Source: an optimization exercise on an open RTL-to-GDS flow (aim: small area). Production flows keep margins and buffers that such runs may drop. Function was checked by simulation only, so behaviour that the tests miss may differ from the original. Power and IR drop assume default switching activity.

<file path="flow/run.sh">
#!/bin/bash
# The standard layout (bash standard.sh) with two changes:
#  - ports get the smallest buffer (buf_1) instead of the delay buffer that
#    buffer_ports picks by default; every port is still buffered;
#  - clock tree: clkbuf_8 buffers, sink clusters of at most 17 flip-flops,
#    and no dummy loads.
# make's full output goes to flow_make.log here; each ORFS step also keeps its
# own log under orfs/logs/.
set -euo pipefail
export BUFFER_PORTS_ARGS="-buffer_cell sky130_fd_sc_hd__buf_1"
export CTS_ARGS="-sink_clustering_enable -repair_clock_nets -sink_clustering_size 17 -sink_clustering_max_diameter 100 -buf_list sky130_fd_sc_hd__clkbuf_8 -dont_use_dummy_load"
bash standard.sh > flow_make.log 2>&1
</file>
<file path="standard.sh">
#!/bin/bash
# synth_recipe.tcl (not shown) runs the flow's synth.tcl, then flattens the netlist and writes it again
# the make line also repeats each setting of config.mk as NAME=value (left out here)
make -C /OpenROAD-flow-scripts/flow DESIGN_CONFIG=/design/flow/config.mk WORK_HOME=/design/flow/orfs CLKGATE_MAP_FILE= SYNTH_SCRIPT=/design/flow/synth_recipe.tcl "${@:-finish}"
</file>
<file path="config.mk">
export PLATFORM = sky130hd
export DESIGN_NAME = firp
export DESIGN_NICKNAME = firp
export VERILOG_FILES = /design/flow/design.v
export SDC_FILE = /design/flow/constraint.sdc
export NUM_CORES = 4
export LEC_CHECK = 0
export CAP_MARGIN = 20
export CORE_MARGIN = 2
export CORE_UTILIZATION = 65
export SLEW_MARGIN = 20
export SYNTH_HIERARCHICAL = 1
export SYNTH_MINIMUM_KEEP_SIZE = 0
</file>
<file path="constraint.sdc">
create_clock -name core_clock -period 20.0 [get_ports {clock}]
set_input_delay 4.0000 -clock core_clock [delete_from_list [all_inputs] [get_ports {clock}]]
set_output_delay 4.0000 -clock core_clock [all_outputs]
set_load 0.01 [all_outputs]
</file>
<file path="design.v">
`timescale 1ns / 1ps
module firp(
  input clock,
  input reset,
  output done,
  input start,
  input wire [15:0] input_sample,
  output [15:0] output_sample2);
reg  [3:0]  ph;
reg         pend;      
reg         act;       
reg         last;      
reg         fresh;     
reg  [15:0] C;         
reg  [15:0] W [0:17];  
reg  [8:0]  cy;        
reg  [16:0] acc;       
wire win   = act | (pend & (ph == 4'd0));
wire ready = ~pend & ~act;
wire take  = start & ready;
wire is15  = (ph == 4'd15);
wire en = win & ~fresh;
wire z  = win & fresh & is15;
wire [17:0] t;
wire        c0 = win & C[ph];
genvar k;
generate
  for (k = 0; k < 18; k = k + 1) begin : g_tap
    assign t[k] = (W[k][0] & en) | z;
  end
endgenerate
wire [8:0] pa = {t[7:0], c0};
wire [8:0] pb = {t[9], t[10], t[11], t[12], t[13], t[14], t[15], t[16], t[17]};
wire [8:0] ps, pc;
genvar p;
generate
  for (p = 0; p < 9; p = p + 1) begin : g_pre
    fa3 u_pre (.a(pa[p]), .b(pb[p]), .c(cy[p]), .s(ps[p]), .co(pc[p]));
  end
endgenerate
wire       mid = t[8];
wire s4, c4;
fa3 u_4 (.a(acc[0]), .b(~ps[2]), .c(ps[4]), .s(s4), .co(c4));
wire s7, c7;
ha2 u_7 (.a(~ps[5]), .b(s4), .s(s7), .co(c7));
wire s14, c14;
fa3 u_14 (.a(acc[1]), .b(ps[0]), .c(~ps[1]), .s(s14), .co(c14));
wire s17, c17;
fa3 u_17 (.a(ps[6]), .b(ps[8]), .c(c4), .s(s17), .co(c17));
wire s20, c20;
fa3 u_20 (.a(s14), .b(c7), .c(s17), .s(s20), .co(c20));
wire s29, c29;
fa3 u_29 (.a(acc[2]), .b(ps[2]), .c(ps[4]), .s(s29), .co(c29));
wire s32, c32;
fa3 u_32 (.a(ps[5]), .b(~ps[7]), .c(~mid), .s(s32), .co(c32));
wire s35, c35;
fa3 u_35 (.a(c14), .b(s29), .c(s32), .s(s35), .co(c35));
wire s38, c38;
fa3 u_38 (.a(c17), .b(s35), .c(c20), .s(s38), .co(c38));
wire s45, c45;
fa3 u_45 (.a(acc[3]), .b(ps[0]), .c(~ps[3]), .s(s45), .co(c45));
wire s48, c48;
fa3 u_48 (.a(~ps[8]), .b(c29), .c(c32), .s(s48), .co(c48));
wire s51, c51;
fa3 u_51 (.a(s45), .b(c35), .c(s48), .s(s51), .co(c51));
wire s54, c54;
ha2 u_54 (.a(s51), .b(c38), .s(s54), .co(c54));
wire s62, c62;
fa3 u_62 (.a(acc[4]), .b(ps[0]), .c(ps[1]), .s(s62), .co(c62));
wire s65, c65;
fa3 u_65 (.a(ps[7]), .b(~ps[8]), .c(mid), .s(s65), .co(c65));
wire s68, c68;
fa3 u_68 (.a(c45), .b(s62), .c(s65), .s(s68), .co(c68));
wire s71, c71;
fa3 u_71 (.a(c48), .b(s68), .c(c51), .s(s71), .co(c71));
wire s74, c74;
ha2 u_74 (.a(s71), .b(c54), .s(s74), .co(c74));
wire s78, c78;
fa3 u_78 (.a(acc[5]), .b(~ps[6]), .c(c62), .s(s78), .co(c78));
wire s81, c81;
fa3 u_81 (.a(c65), .b(c68), .c(s78), .s(s81), .co(c81));
wire s84, c84;
fa3 u_84 (.a(s81), .b(c71), .c(c74), .s(s84), .co(c84));
wire s93, c93;
fa3 u_93 (.a(acc[6]), .b(~ps[2]), .c(ps[5]), .s(s93), .co(c93));
wire s96, c96;
fa3 u_96 (.a(~ps[6]), .b(ps[7]), .c(~mid), .s(s96), .co(c96));
wire s99, c99;
fa3 u_99 (.a(s93), .b(s96), .c(c78), .s(s99), .co(c99));
wire s102, c102;
fa3 u_102 (.a(c81), .b(s99), .c(c84), .s(s102), .co(c102));
wire s107, c107;
fa3 u_107 (.a(acc[7]), .b(~ps[3]), .c(c93), .s(s107), .co(c107));
wire s110, c110;
fa3 u_110 (.a(c96), .b(s107), .c(c99), .s(s110), .co(c110));
wire s113, c113;
ha2 u_113 (.a(s110), .b(c102), .s(s113), .co(c113));
wire s120, c120;
fa3 u_120 (.a(acc[8]), .b(ps[1]), .c(~ps[4]), .s(s120), .co(c120));
wire s123, c123;
fa3 u_123 (.a(ps[8]), .b(mid), .c(s120), .s(s123), .co(c123));
wire s126, c126;
fa3 u_126 (.a(c107), .b(s123), .c(c110), .s(s126), .co(c126));
wire s129, c129;
ha2 u_129 (.a(s126), .b(c113), .s(s129), .co(c129));
wire s134, c134;
fa3 u_134 (.a(acc[9]), .b(ps[3]), .c(~ps[7]), .s(s134), .co(c134));
wire s137, c137;
fa3 u_137 (.a(c120), .b(s134), .c(c123), .s(s137), .co(c137));
wire s140, c140;
fa3 u_140 (.a(s137), .b(c126), .c(c129), .s(s140), .co(c140));
wire s147, c147;
fa3 u_147 (.a(acc[10]), .b(ps[2]), .c(ps[4]), .s(s147), .co(c147));
wire s150, c150;
fa3 u_150 (.a(~mid), .b(c134), .c(s147), .s(s150), .co(c150));
wire s153, c153;
fa3 u_153 (.a(s150), .b(c137), .c(c140), .s(s153), .co(c153));
wire s159, c159;
fa3 u_159 (.a(acc[11]), .b(~ps[3]), .c(ps[8]), .s(s159), .co(c159));
wire s162, c162;
fa3 u_162 (.a(c147), .b(s159), .c(c150), .s(s162), .co(c162));
wire s165, c165;
ha2 u_165 (.a(s162), .b(c153), .s(s165), .co(c165));
wire s172, c172;
fa3 u_172 (.a(acc[12]), .b(ps[3]), .c(ps[4]), .s(s172), .co(c172));
wire s175, c175;
fa3 u_175 (.a(ps[6]), .b(mid), .c(c159), .s(s175), .co(c175));
wire s178, c178;
fa3 u_178 (.a(s172), .b(s175), .c(c162), .s(s178), .co(c178));
wire s181, c181;
ha2 u_181 (.a(s178), .b(c165), .s(s181), .co(c181));
wire s186, c186;
fa3 u_186 (.a(acc[13]), .b(ps[5]), .c(~ps[6]), .s(s186), .co(c186));
wire s189, c189;
fa3 u_189 (.a(c172), .b(s186), .c(c175), .s(s189), .co(c189));
wire s192, c192;
fa3 u_192 (.a(s189), .b(c178), .c(c181), .s(s192), .co(c192));
wire s200, c200;
fa3 u_200 (.a(acc[14]), .b(~ps[6]), .c(ps[7]), .s(s200), .co(c200));
wire s203, c203;
fa3 u_203 (.a(ps[8]), .b(mid), .c(c186), .s(s203), .co(c203));
wire s206, c206;
fa3 u_206 (.a(s200), .b(s203), .c(c189), .s(s206), .co(c206));
wire s209, c209;
ha2 u_209 (.a(s206), .b(c192), .s(s209), .co(c209));
wire s213, c213;
fa3 u_213 (.a(acc[15]), .b(ps[6]), .c(c200), .s(s213), .co(c213));
wire s216, c216;
fa3 u_216 (.a(c203), .b(s213), .c(c206), .s(s216), .co(c216));
wire s219, c219;
ha2 u_219 (.a(s216), .b(c209), .s(s219), .co(c219));
wire s222, c222;
fa3 u_222 (.a(acc[16]), .b(c213), .c(c216), .s(s222), .co(c222));
wire s225, c225;
ha2 u_225 (.a(s222), .b(c219), .s(s225), .co(c225));
wire s227 = c222 ^ c225;
wire [17:0] s = {s227, s225, s219, s209, s192, s181, s165, s153, s140, s129, s113, s102, s84, s74, s54, s38, s20, s7};
assign output_sample2 = s[16:1];
assign done = last;
integer i;
always @(posedge clock) begin
  for (i = 0; i < 18; i = i + 1)
    W[i] <= {win ? (i == 0 ? c0 : t[i-1]) : W[i][0], W[i][15:1]};
  cy  <= pc;
  acc <= win ? s[17:1] : 17'd28812;
  if (take) C <= {~input_sample[15], input_sample[14:0]};
end
always @(posedge clock or posedge reset) begin
  if (reset) begin
    ph    <= 4'd0;
    pend  <= 1'b0;
    act   <= 1'b0;
    last  <= 1'b0;
    fresh <= 1'b1;
  end else begin
    ph    <= ph + 4'd1;
    pend  <= take | (pend & (ph != 4'd0));
    act   <= win & ~is15;
    last  <= win & is15;
    if (win & is15) fresh <= 1'b0;
  end
end
endmodule
`timescale 1ns / 1ps
module fa3(input a, input b, input c, output s, output co);
    assign s  = a ^ b ^ c;
    assign co = (a & b) | (a & c) | (b & c);
endmodule
module ha2(input a, input b, output s, output co);
    assign s  = a ^ b;
    assign co = a & b;
endmodule
</file>
==> reports/results.ini, run 1 <==
[run_status]
status = finished clean

[worst_hold_path]
hold_path.class = register to register
hp-start = W[7][11]
whs_path_depth = 0

[pwr]
power.density_nw_per_um2 = 167.1
power.leakage_nw = 4.026
peakVddDrop_v = 0.00009958
power.total_w = 0.001613

[worst_setup_path]
critical_path_class = register to output pin
crit_path_end_kind = output pin
ff2ff_path_depth = 27
r2r-start = ph[0]
worstSetupStartpointType = register
crit_slowest_cell = a31oi_4
crit_required_ns = 16.00
critPathMostFrequentCell = fa_1
critPathLaunch = ph[0]
worstPathMaxFanout = 38
arrival_ns = 9.05
cpPeakStageDelay_ns = 0.81

[placed_design]
hpwlAfterDp_um = 7575
finalWeightedCongestion = 0.7868
placed_area_um2 = 9333
io_buffer_count = 35

[clock_tree]
cts_inserted_buffers = 23
cts_resized = 0
clockBufferDepth = 3
cts_setup_buffers = 0
holdBufCountCts = 0
cts.sinks = 338
path_clk_slew_ns = 0.09
cts_tree = built
clk-insertion-delay-late_ns = 0.52
cts_root_buf = clkbuf_8
h-tree-depth = 1

[drt]
vias = 3567
drt-total-wl_um = 11180
post-route-drc-count = 0
drt-initial-drc-count = 140
via_per_inst = 4.833
first_pass_iters = 6
detail-route-antenna-nets = 0
wl_per_cell_um = 15.14

[global_routing]
grt_pass1_wl_um = 18270
first_global_vias = 3682
track_usage_pct = 16.02
overflow = 0
antenna_found_initial = 0
grt_max_degree = 39

[cells_and_area]
final_area_um2 = 9656
drive_gt1_share_pct = 7.348
diodes = 0
layout_commonest_cell = dfxtp_1
finalNetCount = 647
syn_to_final_growth_pct = 5.698
final_cell_mix = 314 x dfxtp_1, 56 x fa_1, 35 x buf_1

[floorplan]
num_rows = 43
initial_core_util_pct = 66.07
core_region_area_um2 = 13830
fp.dieW_um = 122.6
die_y_um = 122.6
io_pins = 36
die_area_um2 = 15020

[timing]
relSlewSlack_pct = 30.83
setup_viol = 0
fin_tns_setup_ns = 0
fmax_mhz = 76.65
slew_violations = 0
layout_worst_path_cycle_share_pct = 65.23
period_needed_ns = 13.05
tightest_slew_ns = 1.037
rsz0062_at_grt = no
fin_skew_ns = 0.01732
hold_violations = 0

[logic_synthesis]
ys.flop_type = dfxtp_1
ys_ff_latch = 338
synth_edf_count = 16
synth_warnings = 8
postSynthCellCount = 528
ys_async_sr_fraction_pct = 2.367
synth_cell_types = 32
synth_area_um2 = 9135
syn_nets = 615
syn_avg_cell_area_um2 = 17.30
synth-seq-area-share_pct = 76.28

[run]
maxCapViolations = 0

-- per-layer routing --
layer | share of wire, % | routed length [um] | global-route usage [%]
met4 | 2.0 | 226 | 4.957
met2 | 46 | 5092 | 24.24
met5 | 0 | 0 | 0
met3 | 3.5 | 393 | 3.067
met1 | 49 | 5464 | 23.77
-- final cells by class --
| type | instances | area, um^2 |
|---|---|---|
| Timing Repair Buffer | 37 | 146.4 |
| Multi-Input combinational cell | 147 | 1951 |
| Tap cell | 180 | 225.2 |
| Inverter | 13 | 48.80 |
| Fill cell | 900 | 4172 |
| Clock buffer | 23 | 316.6 |
| Sequential cell | 338 | 6968 |
-- report_power, final --
| part | switching, W | internal (W) | total (W) |
|---|---|---|---|
| registers | 0.0000237 | 0.000743 | 0.000766 |
| logic | 0.000312 | 0.000254 | 0.000566 |
| clock network | 0.000177 | 0.000104 | 0.000281 |
| total | 0.000512 | 0.00110 | 0.00161 |
-- registers in the layout, indices dropped and copies added (netlist names) --
name	count
C	16
W	288
acc	17
act	1
cy	9
fresh	1
last	1
pend	1
ph	4
-- cell usage after synthesis, drive strengths merged (2+ instances only) --
library cell  number  area, um^2
nor2b             12       75.07
clkbuf             2       7.510
a31oi              2       12.51
ha                12       150.1
dfrtp              7       175.2
mux2               3       33.78
dfxtp            314        6286
a221o             17       170.2
a21o              19       142.6
inv               13       48.80
xnor2              2       17.52
mux4               3       67.56
nor2               3       13.77
o22ai              2       12.51
edfxtp            16       480.5
or2                6       37.54
fa                56        1121
buf               28       186.4
-- per-module statistics from Yosys, one instance, submodules excluded --
module	cell area, um^2	times used	cells
firp	7889	1	462
fa3	20.02	56	1
ha2	12.51	10	1
-- final timing paths --
| kind | to | slack, ns |
|---|---|---|
| setup / recovery | output_sample2[15] | 6.95 |
| hold / removal | W[7][10] | 0.32 |
| setup reg to reg | acc[16] | 11.31 |
| hold reg to reg | W[7][10] | 0.32 |
| max in group asynchronous | fresh | 16.32 |
| min in group asynchronous | ph[2] | 3.39 |
-- logic make-up (layout without fill, tap and decap cells) --
logic type	Yosys count	count (layout)	synth area share, %
mux	7	7	1.219
simple gates	27	27	1.808
compound gates	42	42	3.835
xor+xnor	3	3	0.2877
buf+inv	43	73	2.657
fa+ha+maj	68	68	13.92
flops	338	338	76.28
-- critical path, delay by kind of cell (launching register included) --
kind,cells,cell delay (ns)
compound gates,2,1.05
fa+ha+maj,19,6.22
buf+inv,4,0.68
flops,1,0.53
simple gates,1,0.02
-- through the flow --
stage	hold slack [ns]	setup WS, ns	cells	utilization, %
finish	0.3244	6.954	738	69.83
global route	0.3262	6.434	738	69.83
CTS	0.3269	6.867	738	69.79
detailed placement	0.3121	7.443	715	67.50
global placement	0.3104	7.556	715	67.50
floorplan	0.3096	8.539	528	-
==> run 2: changes to the inputs <==
==> flow/run.sh (replaced) <==
#!/bin/bash
# The standard layout (bash standard.sh) with two changes:
#  - ports get the smallest buffer (buf_1) instead of the delay buffer that
#    buffer_ports picks by default; every port is still buffered;
#  - clock tree: clkbuf_8 buffers, sink clusters of at most 18 flip-flops,
#    and no dummy loads.
# make's full output goes to flow_make.log here; each ORFS step also keeps its
# own log under orfs/logs/.
set -euo pipefail
export BUFFER_PORTS_ARGS="-buffer_cell sky130_fd_sc_hd__buf_1"
export CTS_ARGS="-sink_clustering_enable -repair_clock_nets -sink_clustering_size 18 -sink_clustering_max_diameter 100 -buf_list sky130_fd_sc_hd__clkbuf_8 -dont_use_dummy_load"
bash standard.sh > flow_make.log 2>&1
--- a/config.mk
+++ b/config.mk
@@ -7,7 +7,7 @@
 export LEC_CHECK = 0
 export CAP_MARGIN = 20
 export CORE_MARGIN = 2
-export CORE_UTILIZATION = 65
+export CORE_UTILIZATION = 70
 export SLEW_MARGIN = 20
 export SYNTH_HIERARCHICAL = 1
 export SYNTH_MINIMUM_KEEP_SIZE = 0
==> run 2 against run 1 <==
  * Still clean on timing, DRC and antenna
  * Core utilization grew 6.2 points
  * Register-to-register slack lost 0.06 ns
  * Highest routed layer unchanged
  * Critical endpoint unchanged
  * Synthesized cell count is the same
==> reports/results.ini, run 2 <==
[placed_design]
post-place-ws_ns = 7.300  ; was 7.443 ns
io_buffer_count = 35  ; unchanged
placed_area_um2 = 9323  ; was 9333 um^2
hpwlAfterDp_um = 7787  ; was 7575 um
finalWeightedCongestion = 0.8616  ; was 0.7868

[drt]
post-route-drc-count = 0  ; unchanged
wl_per_cell_um = 16.20  ; was 15.14 um
detail-route-antenna-nets = 0  ; unchanged
vias = 3554  ; was 3567
via_per_inst = 4.875  ; was 4.833
drt-initial-drc-count = 203  ; was 140
drt-total-wl_um = 11810  ; was 11180 um
first_pass_iters = 4  ; was 6

[run]
maxCapViolations = 0  ; unchanged

[global_routing]
first_global_vias = 3826  ; was 3682
grt_max_degree = 39  ; unchanged
antenna_found_initial = 0  ; unchanged
track_usage_pct = 18.27  ; was 16.02%
overflow = 0  ; unchanged
grt_pass1_wl_um = 19730  ; was 18270 um

[cells_and_area]
drive_gt1_share_pct = 7.181  ; was 7.348%
final_area_um2 = 9632  ; was 9656 um^2
reg.largest.list = W: 288 flops, acc: 17 flops, C: 16 flops  ; unchanged
finalNetCount = 646  ; was 647
largest_register = W  ; unchanged
final_cell_mix = 314 x dfxtp_1, 56 x fa_1, 35 x buf_1  ; unchanged
largest_reg_flops = 288  ; unchanged
syn_to_final_growth_pct = 5.438  ; was 5.698%
layout_commonest_cell = dfxtp_1  ; unchanged
diodes = 0  ; unchanged

[logic_synthesis]
synth_cell_types = 32  ; unchanged
synth_warnings = 8  ; unchanged
synth_area_um2 = 9135  ; unchanged
yosys.area.top_type_share_pct = 68.81  ; unchanged
ys_top_cells_by_area = dfxtp_1 69%, fa_1 12%, edfxtp_1 5.3%  ; unchanged
synth_area_leader_cell = dfxtp_1  ; unchanged
syn_nets = 615  ; unchanged
postSynthCellCount = 528  ; unchanged
syn_avg_cell_area_um2 = 17.30  ; unchanged
ys_async_sr_fraction_pct = 2.367  ; unchanged
synth-seq-area-share_pct = 76.28  ; unchanged
synth_commonest_cells = 314 x dfxtp_1, 56 x fa_1, 19 x a21o_1, 17 x a221o_1  ; unchanged
synth_edf_count = 16  ; unchanged
ys_ff_latch = 338  ; unchanged
ys.flop_type = dfxtp_1  ; unchanged
yosys.cell_count.top_type = dfxtp_1  ; unchanged

[clock_tree]
cts_inserted_buffers = 22  ; was 23
holdBufCountCts = 0  ; unchanged
path_clk_slew_ns = 0.10  ; was 0.09 ns
cts_tree = built  ; unchanged
h-tree-depth = 1  ; unchanged
cts_root_buf = clkbuf_8  ; unchanged
clockBufferDepth = 3  ; unchanged
cts_setup_buffers = 0  ; unchanged
cts_resized = 0  ; unchanged
clk-insertion-delay-late_ns = 0.53  ; was 0.52 ns
cts.sinks = 338  ; unchanged

[timing]
fin_tns_setup_ns = 0  ; unchanged
slew_violations = 0  ; unchanged
layout_worst_path_cycle_share_pct = 65.97  ; was 65.23%
relSlewSlack_pct = 30.87  ; was 30.83%
tightest_slew_ns = 1.037  ; about the same
rsz0062_at_grt = no  ; unchanged
fin_skew_ns = 0.03629  ; was 0.01732 ns
period_needed_ns = 13.19  ; was 13.05 ns
hold_violations = 0  ; unchanged
fmax_mhz = 75.79  ; was 76.65 MHz
setup_viol = 0  ; unchanged
worst_slack_ns = 6.806  ; was 6.954 ns
hold_slack_ns = 0.3154  ; was 0.3244 ns

[worst_setup_path]
r2r-end = acc[15]  ; was acc[16]
worstSetupStartpointType = register  ; unchanged
crit_buf_inv = 4  ; unchanged
ff2ff_path_depth = 26  ; was 27
crit_slowest_cell = a31oi_4  ; unchanged
crit_required_ns = 16.00  ; about the same
cpPeakStageDelay_ns = 0.81  ; about the same
critical_path_class = register to output pin  ; unchanged
arrival_ns = 9.19  ; was 9.05 ns
critPathMostFrequentCell = fa_1  ; unchanged
crit_path_end_kind = output pin  ; unchanged
crit_family = adder cells  ; unchanged
r2r-start = ph[0]  ; unchanged
worstPathMaxFanout = 38  ; unchanged
r2r_slack_ns = 11.25  ; was 11.31 ns

[pwr]
power.leakage_nw = 4.019  ; was 4.026 nW
peakVddDrop_v = 0.00009930  ; was 0.00009958 V
power.total_w = 0.001610  ; was 0.001613 W
power.density_nw_per_um2 = 167.1  ; about the same

[floorplan]
num_rows = 41  ; was 43
initial_core_util_pct = 72.09  ; was 66.07%
fp.dieW_um = 118.2  ; was 122.6 um
die_y_um = 118.2  ; was 122.6 um
core_region_area_um2 = 12670  ; was 13830 um^2
io_pins = 36  ; unchanged
die_area_um2 = 13980  ; was 15020 um^2

[worst_hold_path]
holdPathEnd = W[11][1]  ; was W[7][10]
hold_path.class = register to register  ; unchanged
whs_path_depth = 0  ; unchanged
hp-start = W[11][2]  ; was W[7][11]

[run_status]
status = finished clean  ; unchanged

## run 2: cell counts after synthesis
No cell type changed its count.
## run 2: cells by family after synthesis
family / after synthesis / share of synthesized area [%]
muxes: 7 / 1.219
adders and majority gates: 68 / 13.92
DFF: 338 / 76.28
buffers and inverters: 43 / 2.657
AOI/OAI and AO/OA: 42 / 3.835
and+or+nand+nor: 27 / 1.808
xor gates and xnor gates: 3 / 0.2877
## run 2: how the worst max path moves through the flow
stage,end,slack [ns],cells after the start,start
CTS,output_sample2[15],6.70,26,ph[0]
detailed placement,output_sample2[15],7.30,26,ph[0]
global placement,output_sample2[15],7.52,26,ph[0]
global route,output_sample2[15],6.22,26,ph[0]
finish,output_sample2[15],6.81,26,ph[0]
floorplan,output_sample2[15],8.54,28,ph[1]
## run 2: per-stage QoR
step,utilization (%),std cells
floorplan,-,528
global placement,73.58,707
detailed placement,73.58,707
CTS,75.97,729
global route,76.01,729
finish,76.01,729
## run 2: final cells by class
| type | instances | area, um^2 |
|---|---|---|
| Timing Repair Buffer | 37 | 146.4 |
| Tap cell | 172 | 215.2 |
| Clock buffer | 22 | 302.8 |
| Sequential cell | 338 | 6968 |
| Fill cell | 750 | 3039 |
| Multi-Input combinational cell | 147 | 1951 |
| Inverter | 13 | 48.80 |
## run 2: per-layer routing
metal | wire length, um | GRT usage, % | vias up
met5 | 0 | 0 | -
li1 | - | - | 1729
met1 | 5528 | 26.07 | 1754
met3 | 429 | 3.330 | 18
met4 | 235 | 6.250 | 0
met2 | 5613 | 28.76 | 53
## run 2: worst reg2reg max path: stages, from the launching register on
cell and delay (ns):
dfrtp_1 0.55, inv_1 0.11, ha_1 0.27, a31oi_4 0.82
nor2_2 0.03, buf_4 0.27, a21o_1 0.24, fa_1 0.72
inv_1 0.14, fa_1 0.49, fa_1 0.40, fa_1 0.42
fa_1 0.44, ha_1 0.22, fa_1 0.38, fa_1 0.39
ha_1 0.20, ha_1 0.19, fa_1 0.37, fa_1 0.38
ha_1 0.21, ha_1 0.20, fa_1 0.36, ha_1 0.20
ha_1 0.19, ha_1 0.29, nor2b_1 0.13
## run 2: power by group
group | leakage (nW) | switching [W] | internal [W]
logic | 1.07 | 0.000309 | 0.000255
registers | 2.79 | 0.0000248 | 0.000743
clock network | 0.158 | 0.000179 | 0.0000994
## run 2: per-module statistics from Yosys, one instance, submodules excluded
module / flip-flops and latches / cells inside / times used / cell area [um^2]
fa3: 0 / 1 / 56 / 20.02
firp: 338 / 462 / 1 / 7889
ha2: 0 / 1 / 10 / 12.51

-- port drivers added, routing unchanged --
How much do the figures lean on ideal ports? The routed layouts below were timed once more, with nothing changed but the port constraints.
Step 1, drivers: a clkbuf_16 drives clock and a buf_2 each remaining input, both assumed.
Step 2, shift: input delay + t, output delay - t, t = (earliest + latest rising clock arrival at the registers) / 2. This alone moves slack from input paths to output paths.
Slacks: ideal / step 1 / step 2; pairs: ideal / step 1.
run	shift t [ns]	setup WS [ns]	worst hold slack (ns)	slew at the worst register clock pin (ns)	pins driven straight from the clock port
run 1	0.546	6.954 / 6.917 / 7.463	0.324 / 0.324 / 0.324	0.11 / 0.11	1
run 2	0.551	6.806 / 6.766 / 7.317	0.315 / 0.315 / 0.315	0.11 / 0.11	1
After both steps every run listed still meets setup and hold.
